Background: an optimization exercise with open tools, aiming at a short achievable clock period and few clock cycles. Do not read the settings as production practice. The RTL was checked by simulation tests, not by an equivalence proof against the original design. No activity file was given, so power comes from the tool's default toggle rates.

--- flow/config.mk ---
export PLATFORM = sky130hd
export DESIGN_NAME = mips_cpu
export DESIGN_NICKNAME = mips_cpu
export VERILOG_FILES = /design/flow/design.v
export SDC_FILE = /design/flow/constraint.sdc
export NUM_CORES = 4
export LEC_CHECK = 0
export CAP_MARGIN = 20
export CORE_MARGIN = 2
export CORE_UTILIZATION = 40
export SLEW_MARGIN = 20
--- flow/constraint.sdc ---
create_clock -name core_clock -period 12.0 [get_ports {clk}]
set_input_delay 2.4000 -clock core_clock [delete_from_list [all_inputs] [get_ports {clk}]]
set_output_delay 2.4000 -clock core_clock [all_outputs]
set_load 0.01 [all_outputs]
--- flow/design.v ---
module Adder(
	input [31:0] in1,
	input [31:0] in2, 
	output [31:0] out);
	assign out = in1+in2;
endmodule 
module And(
	input a,
	input b,
	output c);
	assign c = a&b;
endmodule 
module BranchPC (
	input [31:0] pcPlus4,
	input [31:0] imm,
	output reg [31:0] branchPc);
	always @(pcPlus4 or imm) begin
		branchPc = pcPlus4 + (imm<<2);
	end
endmodule
module JumpPC(
	input [31:0] nextPc,
	input [31:0] inst,
	output reg [31:0] jumpPc);
	always @(nextPc or inst) begin
		jumpPc[1:0] = 2'b00;
		jumpPc[27:2] = inst[25:0];
		jumpPc[31:28] = nextPc[31:28];
	end 
endmodule 
module Mux5 (
	input [4:0] in1,
	input [4:0] in2, 
	input sel,
	output reg [4:0] out);
	always @(in1 or in2 or sel) begin
		if(sel == 0) begin out = in1; end
		else begin out = in2; end
	end
endmodule 
module Mux32 (
	input [31:0] in1,
	input [31:0] in2, 
	input sel,
	output reg [31:0] out);
	always @(in1 or in2 or sel) begin
		if(sel == 0) begin out = in1; end
		else begin out = in2; end
	end
endmodule 
module SignExtend16(
	input [15:0] in,
	output reg [31:0] out);
	always @(in) begin
		out[15:0] = in;
		out[31:16] = {32{in[15]}};
	end
endmodule
module ALU (
	input signed [31:0] in1,
	input signed [31:0] in2,
	input [5:0] CONTROL_ALU_BITS,
	output reg[31:0] out, 
	output reg zero);
	always @(*) begin
		out = 32'd0; zero = 1'b0;
		case(CONTROL_ALU_BITS) 
			6'b100000:    
				begin out = in1 + in2; zero = 1'b0; end
			6'b100001:    
				begin out = in1 + in2; zero = 1'b0; end 
			6'b100100:    
				begin out = in1 & in2; zero = 1'b0; end
			6'b100101:    
				begin out = in1 | in2; zero = 1'b0; end
			6'b100110:    
				begin out = in1 ^ in2; zero = 1'b0; end
			6'b100010:    
				begin out = in1 - in2; zero = 1'b0; end
			6'b100011:    
				begin out = in1 - in2; zero = 1'b0; end
			6'b000000, 6'b000100:    
				begin out = in1 << in2; zero = 1'b0; end
			6'b000011:    
				begin out = in1 >> in2; zero = 1'b0; end
			6'b000010:    
				begin out = in1 >> in2; zero = 1'b0; end
			6'b000110:    
				begin out = in1 >> in2; zero = 1'b0; end
			6'b101010:   
				begin if (in1<in2) begin out = 32'd1; end else begin out = 32'd0; end zero=1'b0; end
			6'b101011:    
				begin if ($unsigned(in1)<$unsigned(in2)) begin out = 32'd1; end else begin out = 32'd0; end zero=1'b0; end
			6'b001000:  
				begin out = in1; zero=1'b0; end
			6'b111000:  
				begin out = in2; zero=1'b0; end
			6'b110000:  
				begin out = 32'd0; zero = in1 == in2; end
			6'b110001:  
				begin out = 32'd0; zero = in1 != in2; end
			6'b110010:  
				begin out = 32'd0; zero = in1 > 32'd0; end
			6'b110011:  
				begin out = 32'd0; zero = in1 <= 32'd0; end
			6'b110100:  
				begin out = 32'd0; zero = in1 >= 32'd0; end
			6'b110101:  
				begin out = 32'd0; zero = in1 < 32'd0; end
			default: begin out = 32'd0; zero = 1'b0; end
		endcase
	end
endmodule 
module ALU_Control(
	input [5:0] opcode,
	input [5:0] funct,
	output reg[5:0] CONTROL_ALU_BITS);
	always @(opcode or funct) begin
		case(opcode)
			6'b000000:  
				begin CONTROL_ALU_BITS = funct; end
			6'b001000:  
				begin CONTROL_ALU_BITS = 6'b100000; end
			6'b001001:  
				begin CONTROL_ALU_BITS = 6'b100001; end
			6'b001100:  
				begin CONTROL_ALU_BITS = 6'b100100; end
			6'b001101:  
				begin CONTROL_ALU_BITS = 6'b100101; end
			6'b001010:  
				begin CONTROL_ALU_BITS = 6'b101010; end
			6'b001011:  
				begin CONTROL_ALU_BITS = 6'b101011; end
			6'b001110:  
				begin CONTROL_ALU_BITS = 6'b100110; end
			6'b100000, 6'b100011, 6'b101000, 6'b101011:  
				begin CONTROL_ALU_BITS = 6'b100001; end
			6'b001111:  
				begin CONTROL_ALU_BITS = 6'b111000; end
			6'b000100:  
				begin CONTROL_ALU_BITS = 6'b110000; end
			6'b000101:  
				begin CONTROL_ALU_BITS = 6'b110001; end
			6'b000111:  
				begin CONTROL_ALU_BITS = 6'b110010; end
			6'b000110:  
				begin CONTROL_ALU_BITS = 6'b110011; end
			6'b000001:  
				begin CONTROL_ALU_BITS = funct; end
			default: CONTROL_ALU_BITS = 6'b111111;
		endcase
	end
endmodule
module RegisterFile(
	input Clk,
	input [4:0] readReg1,
	input [4:0] readReg2,
	input [4:0] writeReg,
	input [31:0] writeData,
	input CONTROL_REG_WRITE,
	output reg[31:0] readData1,
	output reg[31:0] readData2);
	reg [31:0] memory[31:1];
	always @(*) begin
		readData1 = (readReg1 == 5'd0) ? 32'd0 : memory[readReg1];
		readData2 = (readReg2 == 5'd0) ? 32'd0 : memory[readReg2];
	end
	always @(posedge Clk) begin
		if(CONTROL_REG_WRITE == 1 && writeReg != 5'd0) begin memory[writeReg] <= writeData; end
	end
endmodule 
module Core
(
  input Clk,
  input Reset,
  input [31:0] instruction,
  input [31:0] regData1,
  input [31:0] regData2,
  input [31:0] ramOutput,
  output reg CONTROL_REG_WRITE,
  output reg CONTROL_MEM_READ,
  output reg CONTROL_MEM_WRITE,
  output reg CONTROL_BRANCH,
  output reg [4:0] readReg1,
  output reg [4:0] readReg2,
  output [4:0] writeReg,
  output [31:0] aluOutput,
  output [31:0] writeRegData,
  output reg [31:0] PC
);
	reg CONTROL_REG_DST, CONTROL_ALU_SRC, CONTROL_MEM_TO_REG;
	reg CONTROL_JUMP, CONTROL_JUMP_REGISTER, CONTROL_LINK;
	wire CONTROL_BRANCH_SELECT;
	wire [5:0] CONTROL_ALU_BITS;
	reg [5:0] funct;
	wire [31:0] aluInput1;
	wire [31:0] aluInput2;
	wire aluZero;
	wire [31:0] pcPlus4;
	wire [31:0] jumpPc;
	wire [31:0] branchPc;
	wire [31:0] afterBranchPc;
	wire [31:0] nextPc;
	wire [31:0] afterJumpPc;
	reg [5:0]opcode;reg [4:0]s;reg [4:0]t;reg [4:0]d;reg [15:0]immediate;reg [4:0] shift;
	wire [31:0] signExtendedImmediate;
	Mux5 writeRegMux(t, d, CONTROL_REG_DST, writeReg);
	Mux32 alu1Mux(regData1, 32'd0, 1'b0, aluInput1);
	Mux32 alu2Mux(regData2, signExtendedImmediate, CONTROL_ALU_SRC, aluInput2);
	SignExtend16 immSignExtend(immediate, signExtendedImmediate);
	ALU_Control aluControl(opcode, funct, CONTROL_ALU_BITS);
	ALU alu(aluInput1, aluInput2, CONTROL_ALU_BITS, aluOutput, aluZero);
	wire [31:0] tempPc = PC;
	wire [31:0] tempIns = instruction;
	Adder pcAdder(tempPc, 32'h00000004, pcPlus4);
	JumpPC gettingJumpPc(pcPlus4, tempIns, jumpPc);
	BranchPC gettingBranchPc(pcPlus4, signExtendedImmediate, branchPc);
	And branchAnd(aluZero, CONTROL_BRANCH, CONTROL_BRANCH_SELECT);
	Mux32 branchSelectPC(pcPlus4, branchPc, CONTROL_BRANCH_SELECT, afterBranchPc);
	Mux32 jumpSelectPC(afterBranchPc, jumpPc, CONTROL_JUMP, afterJumpPc);
	Mux32 jumpRegisterSelectPC(afterJumpPc, aluOutput, CONTROL_JUMP_REGISTER, nextPc);
	wire[31:0] afterMemOutput;
	Mux32 writeRegDataMux(aluOutput, ramOutput, CONTROL_MEM_TO_REG, afterMemOutput);
	Mux32 writeLinkPCMux(afterMemOutput, nextPc, CONTROL_LINK, writeRegData);
	always @(*) begin
		opcode = instruction[31:26];
		s = instruction[25:21];
		readReg1 = instruction[25:21];
		readReg2 = instruction[20:16];
		t = instruction[20:16];
		d = instruction[15:11];
		immediate = instruction[15:0];
		shift = instruction[10:6];
		funct = instruction[5:0];
		CONTROL_REG_DST = 0;
		CONTROL_ALU_SRC = 0;
		CONTROL_REG_WRITE = 0;
		CONTROL_MEM_TO_REG = 0;
		CONTROL_MEM_READ = 0;
		CONTROL_MEM_WRITE = 0;
		CONTROL_BRANCH = 0;
		CONTROL_JUMP = 0;
		CONTROL_LINK = 0;
		CONTROL_JUMP_REGISTER = 0;
		case(opcode)
			6'b000000:  begin      
				CONTROL_REG_DST = 1;
				CONTROL_ALU_SRC = 0;
				CONTROL_REG_WRITE = 1;
				CONTROL_MEM_TO_REG = 0;
				CONTROL_MEM_READ = 0;
				CONTROL_MEM_WRITE = 0;
				CONTROL_BRANCH = 0;
				CONTROL_JUMP = 0;
				CONTROL_LINK = 0;
				if(funct == 6'b001000) begin CONTROL_JUMP_REGISTER = 1'b1; CONTROL_REG_WRITE = 1'b0; end
				else begin CONTROL_JUMP_REGISTER = 1'b0; CONTROL_REG_WRITE = 1'b1; end
				end
			6'b001000, 6'b001001, 6'b001100, 6'b001101, 6'b001010, 6'b001011, 6'b001110:  begin      
				CONTROL_REG_DST = 0;
				CONTROL_ALU_SRC = 1;
				CONTROL_REG_WRITE = 1;
				CONTROL_MEM_TO_REG = 0;
				CONTROL_MEM_READ = 0;
				CONTROL_MEM_WRITE = 0;
				CONTROL_BRANCH = 0;
				CONTROL_JUMP = 0;
				CONTROL_LINK = 0;
				CONTROL_JUMP_REGISTER = 0;
				end
			6'b100000, 6'b100011: begin   
				CONTROL_REG_DST = 0;
				CONTROL_ALU_SRC = 1;
				CONTROL_REG_WRITE = 1;
				CONTROL_MEM_TO_REG = 1;
				CONTROL_MEM_READ = 1;
				CONTROL_MEM_WRITE = 0;
				CONTROL_BRANCH = 0;
				CONTROL_JUMP = 0;
				CONTROL_LINK = 0;
				CONTROL_JUMP_REGISTER = 0;
				end
			6'b101000, 6'b101011: begin   
				CONTROL_REG_DST = 0;
				CONTROL_ALU_SRC = 1;
				CONTROL_REG_WRITE = 0;
				CONTROL_MEM_TO_REG = 0;
				CONTROL_MEM_READ = 0;
				CONTROL_MEM_WRITE = 1;
				CONTROL_BRANCH = 0;
				CONTROL_JUMP = 0;
				CONTROL_LINK = 0;
				CONTROL_JUMP_REGISTER = 0;
				end
			6'b001111: begin   
				CONTROL_REG_DST = 0;
				CONTROL_ALU_SRC = 1;
				CONTROL_REG_WRITE = 1;
				CONTROL_MEM_TO_REG = 0;
				CONTROL_MEM_READ = 0;
				CONTROL_MEM_WRITE = 0;
				CONTROL_BRANCH = 0;
				CONTROL_JUMP = 0;
				CONTROL_LINK = 0;
				CONTROL_JUMP_REGISTER = 0;
				end
			6'b000010: begin   
				CONTROL_REG_DST = 0;
				CONTROL_ALU_SRC = 0;
				CONTROL_REG_WRITE = 0;
				CONTROL_MEM_TO_REG = 0;
				CONTROL_MEM_READ = 0;
				CONTROL_MEM_WRITE = 0;
				CONTROL_BRANCH = 0;
				CONTROL_JUMP = 1;
				CONTROL_LINK = 0;
				CONTROL_JUMP_REGISTER = 0;
				end
			6'b000011: begin  
				d = 5'h1f;
				CONTROL_REG_DST = 1;
				CONTROL_ALU_SRC = 0;
				CONTROL_REG_WRITE = 1;
				CONTROL_MEM_TO_REG = 0;
				CONTROL_MEM_READ = 0;
				CONTROL_MEM_WRITE = 0;
				CONTROL_BRANCH = 0;
				CONTROL_JUMP = 1;
				CONTROL_LINK = 1;
				CONTROL_JUMP_REGISTER = 0;
				end
			6'b000100, 6'b000111, 6'b000110, 6'b000101: begin  
				CONTROL_REG_DST = 0;
				CONTROL_ALU_SRC = 0;
				CONTROL_REG_WRITE = 0;
				CONTROL_MEM_TO_REG = 0;
				CONTROL_MEM_READ = 0;
				CONTROL_MEM_WRITE = 0;
				CONTROL_BRANCH = 1;
				CONTROL_JUMP = 0;
				CONTROL_LINK = 0;
				CONTROL_JUMP_REGISTER = 0;
				end
			6'b000001: begin  
				CONTROL_REG_DST = 0;
				CONTROL_ALU_SRC = 0;
				CONTROL_REG_WRITE = 0;
				CONTROL_MEM_TO_REG = 0;
				CONTROL_MEM_READ = 0;
				CONTROL_MEM_WRITE = 0;
				CONTROL_BRANCH = 1;
				CONTROL_JUMP = 0;
				CONTROL_LINK = 0;
				CONTROL_JUMP_REGISTER = 0;
				if (t==5'b00000) begin funct=6'b110100; end
				if (t==5'b00001) begin funct=6'b110101; end
				end
			default: ;
		endcase
	end
	always @(posedge Clk) begin
		if (Reset) PC <= 32'h00000000;
		else PC <= nextPc;
	end
endmodule
module mips_cpu (
	input         clk,
	input         rst,
	output [31:0] imem_addr,
	input  [31:0] imem_data,
	output [31:0] dmem_addr,
	output [31:0] dmem_wdata,
	output        dmem_we,
	output        dmem_re,
	input  [31:0] dmem_rdata
);
	wire [31:0] PC;
	wire [31:0] instruction = imem_data;
	wire [4:0] readReg1;
	wire [4:0] readReg2;
	wire [4:0] writeReg;
	wire [31:0] writeRegData;
	wire [31:0] regData1;
	wire [31:0] regData2; 
	wire [31:0] aluOutput;
	wire CONTROL_MEM_READ, CONTROL_MEM_WRITE, CONTROL_REG_WRITE, CONTROL_BRANCH;
	RegisterFile register(clk, readReg1, readReg2, writeReg, writeRegData, CONTROL_REG_WRITE, regData1, regData2);
	Core core(clk, rst, instruction, regData1, regData2, dmem_rdata, CONTROL_REG_WRITE, CONTROL_MEM_READ, CONTROL_MEM_WRITE,
  		CONTROL_BRANCH, readReg1, readReg2, writeReg, aluOutput, writeRegData, PC);
	assign imem_addr  = PC;
	assign dmem_addr  = aluOutput;
	assign dmem_wdata = regData2;
	assign dmem_we    = CONTROL_MEM_WRITE;
	assign dmem_re    = CONTROL_MEM_READ;
endmodule
--- flow/run.sh ---
#!/bin/bash
# synth_recipe.tcl (not shown) runs the flow's synth.tcl, then flattens the netlist and writes it again
# the make line also repeats each setting of config.mk as NAME=value (left out here)
make -C /OpenROAD-flow-scripts/flow DESIGN_CONFIG=/design/flow/config.mk WORK_HOME=/design/flow/orfs CLKGATE_MAP_FILE= SYNTH_SCRIPT=/design/flow/synth_recipe.tcl finish
==> results.txt <==
## stage by stage
stage	setup slack (ps)	area (µm²)
3_3_place_gp	532.8	66940
2_1_floorplan	1266	61140
6_report	425.0	70480
3_5_place_dp	572.6	67050
4_1_cts	577.3	70420
5_1_grt	146.7	70460
## worst min path at each step
| stage | from | endpoint | slack (ps) | cells after the start |
|---|---|---|---|---|
| finish | core.PC[0] | core.PC[0] | 530 | 2 |
| global placement | core.PC[0] | core.PC[0] | 500 | 2 |
| global route | core.PC[0] | core.PC[0] | 540 | 2 |
| CTS | core.PC[0] | core.PC[0] | 530 | 2 |
| detailed placement | core.PC[0] | core.PC[0] | 520 | 2 |
| floorplan | core.PC[0] | core.PC[0] | 530 | 2 |
## registers in the layout, indices dropped and copies added (netlist names)
register / cells
core.PC: 32
register.memory: 992
## power breakdown
part | total, mW | internal, mW | leakage, nW | switching (mW)
clock network | 3.27 | 1.79 | 1.63 | 1.48
registers | 3.96 | 3.95 | 9.43 | 0.00995
logic | 2.13 | 0.685 | 13.8 | 1.44
total | 9.35 | 6.42 | 24.9 | 2.93
## worst reg2reg max path, stage by stage, from the launching register on
cell	delay, ps
edfxtp_1	400
mux2i_1	410
a22oi_1	320
a211oi_1	350
buf_4	210
a211oi_4	50
nor2_2	140
inv_2	60
ha_1	210
inv_1	90
fa_1	230
nor2b_1	90
o31a_1	270
o41a_1	370
o21ai_0	470
nor2b_1	120
o41ai_1	590
xnor2_1	200
a21oi_1	90
buf_4	170
o211ai_1	90
o21ai_0	190
buf_4	230
a21oi_1	520
a21o_1	830
## layout by cell type, fill, tap and decap left out, drive strengths merged, types with 131 or more instances in the layout
cell type and instances:
a21oi 255, a22oi 245, buf 363, clkbuf 134, clkdlybuf4s50 155, edfxtp 992, inv 131, mux2i 479
mux4 264, nand2 232, nand3 152, nor2 321, o21ai 207
## cell usage after synthesis, drive strengths merged, types with 40 or more instances
cell / instances / area share
a31oi: 40 / 0.0041
a211oi: 93 / 0.012
ha: 126 / 0.026
o211ai: 47 / 0.0058
mux2i: 479 / 0.078
nand2: 232 / 0.014
a21oi: 255 / 0.021
o21ai: 207 / 0.017
nand4: 51 / 0.0053
mux4: 264 / 0.097
a21o: 44 / 0.0054
o22ai: 61 / 0.0065
nor2: 321 / 0.020
and3: 50 / 0.0051
nand3: 152 / 0.012
buf: 177 / 0.016
a22oi: 245 / 0.030
clkbuf: 218 / 0.013
edfxtp: 992 / 0.49
xnor2: 55 / 0.0079
inv: 127 / 0.0078
nor3: 106 / 0.0089
## final cells by class
type,instances,share of cell area
Antenna cell,8,0.0002841
Timing Repair Buffer,518,0.06595
Tap cell,2030,0.03604
Sequential cell,1024,0.4318
Clock buffer,134,0.03973
Inverter,129,0.006870
Multi-Input combinational cell,3470,0.4113
Clock inverter,62,0.008078
## layer usage
layer  global-route usage  up-vias  share of wire
met1               0.4520    25770           0.37
met5                    0        -        0.00045
met2               0.5406     3806           0.44
met3              0.08749      926           0.12
li1                     -    20560              -
met4               0.2139       18          0.073
## kinds of logic after synthesis
logic type,share of synthesized area
flops,0.4977
xor+xnor,0.009884
buf+inv,0.03773
mux,0.1825
simple gates,0.09315
fa+ha+maj,0.02677
compound gates,0.1523
==> metrics list <==
* Status: timing/DRC/antenna clean
- The routed layout has 51.08k vias.
- Routability-driven placement finished with a final weighted congestion of 1.067.
* Clock transition at the register clock pins on the worst setup and hold paths after CTS: 70 ps
- Measured against its own limit, the worst slew margin works out to 0.1365.
- The critical path goes through buf_8, buf_12, buf_12, buf_4, mux2i_1, a22oi_1, and3_1, a31oi_1, buf_4, a31oi_1, or4b_1, or4_1, nor2_2, buf_4, a31oi_1, o41ai_1, buf_4, clkdlybuf4s50_1.
* Count of flip-flops with a built-in enable after synthesis: 992
- Worst setup EP type: output port
- Wire length of the first global-routing pass: 387800 µm
- Row generation in the floorplan step produced 143 rows.
- Maximum number of pins on one net before global-route repair: 80
- In this run the tool buffered the top-level ports with 163 buffer cells.
- Reported leakage power: 24.87 nW
- Setup clock skew after layout: 75.16 ps
* Routed length per placed instance: 38.39 µm
- Share of layout cells above drive strength 1: 0.1803
- In this run, CTS created clock tree buffers numbering 108.
* Post-CTS Setup Repair Bufs: 0
* IR drop worst, VDD: 0.1238 mV
- Mapped Nets: 5213
* Slowest library cell on the worst path: or4_1
* Proportion of register bits with asynchronous set or reset after synthesis: 0
- The critical path is of the input port to output port type.
- After detailed routing, the total wire length is 283100 µm.
- Maxcap violations: 0
- Of all nets on the critical path, the largest fanout is 60.
- The area growth from synthesis to layout is 15.26%.
* Count of distinct cell types in the synthesized netlist: 99
- The count of final max-slew check failures was 0.
* Count of final setup violators: 0
- Top achievable clock speed: 86.39 MHz
- Instance count on the critical path: 18
- Depth of the worst register-to-register path: 24
* Post-layout total power: 9.348 mW
* CTS tree: yes
- Number of antenna violations at the first check in global routing: 20
* Crit path launch: imem_data[16]
* Ratio of routed vias to standard cells: 6.927
- After technology mapping, the gate count stands at 5018.
- Tcrit/Tclk final: 0.9646
- Nets: 5446
* Proportion of synthesized chip area in sequential cells: 0.4977
* Reg2Reg Capture Point: register.memory[18][14]
* Buffer and inverter count on the worst path: 8
* Storage cell area: 30430 µm²
- Setup repair after global routing left no endpoint under its margin.
* Std-Cell Core Area: 151900 µm²
- The pre-antenna-repair detailed-routing pass consisted of 9 iterations.
* Endpoint of the worst setup timing path: dmem_addr[8]
- Placed wire-length estimate after detailed placement: 198900 µm
- For the final routed database, the setup TNS stands at 0 ps.
* Die Footprint: 156000 µm²
- Total power divided by cell area: 132.6 nW/µm²
* Clock latency at the later pin of the worst-skew pair: 780 ps
- Buffer type at the clock tree root: clkbuf_16
- Number of violations reported at the end of detailed-routing iteration 0: 7704
- Once detail routing completed, the nets flagged for antenna violations numbered 0.
- Post-synth design cell area: 61140 µm²
- Setup slack, reg-to-reg: 4930 ps
- Combined area of the multi-input logic cells: 28990 µm²
- Share of the core filled with cells in the final layout: 0.4640
* Critical path data required time: 9600 ps
- Cell with the most instances on the worst path: buf_4
- The H-tree was split into 3 levels.
- The startpoint identified for the worst register-to-register timing path is register.memory[7][0].
- Counting along the longest clock path gives a buffer depth of 3.
- Startpoint type of the worst setup path: input port
- For this run, the total global-route usage over all layers was measured as 0.3530.
* Hold violation count in the final report: 0
- Via count of the first global-routing pass: 48.60k
- From bottom edge to top edge, the die measures 395.0 µm.
* Final Non-Filler Cells: 7375
* Number of warnings issued by yosys: 9
* Die Width: 395.0 µm
- Filler cell count in the final layout: 13.56k
* Post-CTS resize count: 0
* Boundary Pins: 164
- DRC violation count after routing: 0
- Counting flops and latches in the post-synthesis netlist gives 1024.
- Averaged over all synthesized cells, the footprint is 12.19 µm².
* Least-Margin Pin Slew: 1295 ps
* CP top delay family: buffers and inverters
- Counting every sink on the clock net gives 1024.
- Largest stage delay on the critical path: 900 ps
- Number of buffers inserted by hold repair at cts: 0
- The clock period could shrink to 11580 ps.
* Starting utilization of the core area: 0.4025
- In the synthesized netlist the dominant register cell turns out to be edfxtp_1.
* Data arrival time of the critical path: 9180 ps
- Dpl cells: 7170
- The min-delay analysis places its worst path in the category register to register.
* Overflow left after global routing: 0
- Hold is met by 525.4 ps.
Testbench counts, summed over its fixed seeds: cycles 42,260.

==> separate check: timing with driven ports <==
How much do the figures lean on ideal ports? The routed layout below was timed once more, with nothing changed but the port constraints.
Step 1 sets driving cells, clkbuf_16 on the clock port and buf_2 on the other inputs (assumed; they add their load-dependent delay and slew).
Step 2, shift: input delay + t, output delay - t, t = (earliest + latest rising clock arrival at the registers) / 2. This alone moves slack from input paths to output paths.
a / b / c = ideal / step 1 / step 2; a / b = the first two.
shift t [ns]: 0.819
setup WS [ns]: 0.425 / 0.369 / 0.369
latest minus earliest clock arrival (ns): 0.076 / 0.076
slew at the worst register clock pin (ns): 0.10 / 0.10
worst data-port slew with drivers (ns): 0.13
After both steps setup and hold are still met in this run. For this run, drivers alone change the setup slack by -0.056 ns; drivers and shift together by -0.056 ns.
